From an optimization exercise on the open Yosys and OpenROAD flow, aimed at small area; shortcuts taken in it are not production practice.
Power is estimated from default activity; no workload was simulated.

run 1:
Design defog_top, start of the top module:
module defog_top(
	input	clk,
	input	nrst,
	input	[7:0]	r,
	input	[7:0]	g,
	input	[7:0]	b,
	input	hsync,
	input	vsync,
	input	en,
	input	frame_done_flag,
	input	[7:0]	atmos,
	output	[7:0]	defogged_r,
	output	[7:0]	defogged_g,
	output	[7:0]	defogged_b,
	output	o_hsync,
	output	o_vsync,
	output	o_en,
	output	reg [7:0]	max_of_dark
);
reg [3:0] cnt;
wire cnt_done = cnt[3] & cnt[2];
always @(posedge clk or negedge nrst) begin
	if (!nrst)
		cnt <= 4'd0;
	else if (!cnt_done)
		cnt <= cnt + 4'd1;
end
wire p2_valid = cnt[3] | cnt[2] | cnt[1];
reg [23:0] p1, p2;
always @(posedge clk) begin
	p1 <= {r, g, b};
	p2 <= p1;
end
wire [7:0] r2 = p2[23:16];
wire [7:0] g2 = p2[15:8];
wire [7:0] b2 = p2[7:0];
wire [7:0] min_rg = (r2 <= g2) ? r2 : g2;
wire [7:0] dark = (min_rg <= b2) ? min_rg : b2;
always @(posedge clk or negedge nrst) begin
	if (!nrst)
		max_of_dark <= 8'd0;
	else if (frame_done_flag)
		max_of_dark <= 8'd0;
	else if (p2_valid && dark > max_of_dark)
		max_of_dark <= dark;
end
reg [4:0] qd;
always @(*) begin
	case (dark)
		8'd0: qd = 5'd0;
		8'd1: qd = 5'd0;
		8'd2: qd = 5'd0;
		8'd3: qd = 5'd0;
		8'd4: qd = 5'd0;
		8'd5: qd = 5'd0;
		8'd6: qd = 5'd0;
		8'd7: qd = 5'd0;
		8'd8: qd = 5'd0;
		8'd9: qd = 5'd0;
		8'd10: qd = 5'd0;
		8'd11: qd = 5'd0;
		8'd12: qd = 5'd0;
		8'd13: qd = 5'd0;
		8'd14: qd = 5'd0;
		8'd15: qd = 5'd0;
		8'd16: qd = 5'd0;
		8'd17: qd = 5'd0;
		8'd18: qd = 5'd0;
		8'd19: qd = 5'd0;
		8'd20: qd = 5'd0;
		8'd21: qd = 5'd0;
		8'd22: qd = 5'd0;
		8'd23: qd = 5'd1;
		8'd24: qd = 5'd1;
		8'd25: qd = 5'd1;
		8'd26: qd = 5'd1;
		8'd27: qd = 5'd1;
		8'd28: qd = 5'd1;
		8'd29: qd = 5'd1;
		8'd30: qd = 5'd1;
		8'd31: qd = 5'd1;
		8'd32: qd = 5'd1;
		8'd33: qd = 5'd1;
		8'd34: qd = 5'd1;
		8'd35: qd = 5'd1;
		8'd36: qd = 5'd1;
		8'd37: qd = 5'd1;
		8'd38: qd = 5'd1;
		8'd39: qd = 5'd1;
		8'd40: qd = 5'd1;
		8'd41: qd = 5'd1;
		8'd42: qd = 5'd1;
		8'd43: qd = 5'd1;
		8'd44: qd = 5'd1;
		8'd45: qd = 5'd2;
		8'd46: qd = 5'd2;
		8'd47: qd = 5'd2;
		8'd48: qd = 5'd2;
		8'd49: qd = 5'd2;
		8'd50: qd = 5'd2;
		8'd51: qd = 5'd2;
		8'd52: qd = 5'd2;
		8'd53: qd = 5'd2;
		8'd54: qd = 5'd2;
		8'd55: qd = 5'd2;
		8'd56: qd = 5'd2;
		8'd57: qd = 5'd2;
		8'd58: qd = 5'd2;
		8'd59: qd = 5'd2;
		8'd60: qd = 5'd2;
		8'd61: qd = 5'd2;
		8'd62: qd = 5'd2;
		8'd63: qd = 5'd3;
		8'd64: qd = 5'd3;
		8'd65: qd = 5'd3;
  ...
Size: roughly 1,100 cells after synthesis, roughly 340 flip-flops, ~73 I/O pins, about 13,000 sq um of cells after synthesis.
==> flow/config.mk <==
export PLATFORM = sky130hd
export DESIGN_NAME = defog_top
export DESIGN_NICKNAME = defog_top
export VERILOG_FILES = /design/flow/design.v
export SDC_FILE = /design/flow/constraint.sdc
export NUM_CORES = 4
export LEC_CHECK = 0
export ABC_AREA = 1
export CAP_MARGIN = 20
export CORE_MARGIN = 2
export CORE_UTILIZATION = 70
export PLACE_DENSITY = 0.8
export SLEW_MARGIN = 20
==> flow/constraint.sdc <==
create_clock -name core_clock -period 6.734 [get_ports {clk}]
set_input_delay 1.3468 -clock core_clock [delete_from_list [all_inputs] [get_ports {clk}]]
set_output_delay 1.3468 -clock core_clock [all_outputs]
set_load 0.01 [all_outputs]
run.sh (not shown) runs the stock make flow with config.mk's settings and CLKGATE_MAP_FILE= SYNTH_SCRIPT=/design/flow/synth_recipe.tcl, a recipe that flattens the netlist after the stock synthesis.
In summary, run 1 completed successfully, with a layout that passed the timing, DRC and antenna checks.
#### Input delta (run 2 over run 1)
# run 1
export LEC_CHECK = 0
export ABC_AREA = 1
export CAP_MARGIN = 20
export CORE_MARGIN = 2
export CORE_UTILIZATION = 70
export PLACE_DENSITY = 0.8
export SLEW_MARGIN = 20
create_clock -name core_clock -period 6.734 [get_ports {clk}]
# run 2
export LEC_CHECK = 0
export CAP_MARGIN = 20
export CORE_MARGIN = 2
export CORE_UTILIZATION = 40
export PLACE_DENSITY = 0.6
export SLEW_MARGIN = 20
create_clock -name core_clock -period 6.734 [get_ports {clk}]
[summary]
- Comparing run 1 and run 2, the higher register-to-register slack is on run 2.
- Per the comparison of run 2 with run 1, sum of routed wire length over all layers -about 15%, setup slack of the critical path after layout went up, number of distinct library cells after synthesis rose by 28.
- Compared with run 1, run 2 shows a minimum clock period that is 0.064 ns lower.
- Summary of the comparison: total area of multi-input combinational cells is higher in run 2, relative to run 1.
- Run 2 vs run 1 — via count of the first global-routing pass dropped 1,313.
- Run 2 reports its startpoint of the most critical setup path as atmos[0] while run 1 reports qdn3[1].
- In run 2, area of the mapped netlist is higher than in run 1.
- NOTE: synthesized netlist cell count in run 2 falls short of that of run 1
- NOTE: sequential share of layout area in run 2 falls short of that of run 1
### run 2 -> run 3
# run 2
export LEC_CHECK = 0
export CAP_MARGIN = 20
export CORE_MARGIN = 2
export CORE_UTILIZATION = 40
export PLACE_DENSITY = 0.6
export SLEW_MARGIN = 20
create_clock -name core_clock -period 6.734 [get_ports {clk}]
# run 3
export LEC_CHECK = 0
export ABC_AREA = 1
export CAP_MARGIN = 20
export CORE_MARGIN = 2
export CORE_UTILIZATION = 40
export PLACE_DENSITY = 0.6
export SLEW_MARGIN = 20
create_clock -name core_clock -period 6.734 [get_ports {clk}]
==> comparison <==
Re clock skew: run 3 is 0.0035 ns down on run 2.
Summary: with run 2 as the reference, maximum frequency in run 3 moved down slightly.
Between run 3 and run 2, it is run 3 whose combinational power is higher, by about 4%.
Post-route cell area ends up lower on run 3.
Run 3 gives more estimated wirelength of the detail-placed design than run 2 did.
Comparing run 3 with run 2, the hold slack came out essentially unchanged.
Compared run 3 vs run 2, and slew of the pin with the lowest slew margin is up in run 3.
Row multiplexer fraction of the synthesized cell area: run 3 lower / run 2 higher
Clock share of power in run 3 is 0.4 points higher than in run 2
Area of all sequential standard cells essentially unchanged between run 2 and run 3.
Looking at final critical-path setup slack, run 3 sits 0.061 ns lower than run 2 does.
No run of this note included a check of the RTL's function; only the layout flow was run.

-- port drivers added, routing unchanged --
The flow's constraints put no driver on any port. The routed layouts listed below were extracted and timed again, unchanged, in two steps.
Step 1: set_driving_cell puts a clkbuf_16 on clk and a buf_2 on each other input, an assumption about the parent block.
Step 2, shift: input delay + t, output delay - t, t = (earliest + latest rising clock arrival at the registers) / 2. This alone moves slack from input paths to output paths.
a / b / c = ideal ports / drivers / drivers and shift; a / b = the first two.
run | t (ns) | setup slack, ns | worst setup path at the end | worst register clock-pin slew, ns | pins driven straight from the clock port
run 1 | 0.547 | 0.295 / 0.295 / -0.160 | input to register | 0.07 / 0.07 | 1
run 2 | 0.556 | 0.360 / 0.362 / -0.195 | input to register | 0.06 / 0.06 | 1
run 3 | 0.554 | 0.299 / 0.283 / -0.271 | input to register | 0.06 / 0.06 | 1
With both steps, setup timing fails in every run listed, where it was met with ideal ports. For run 3, which loses most, drivers alone change the setup slack by -0.016 ns; drivers and shift together by -0.570 ns.
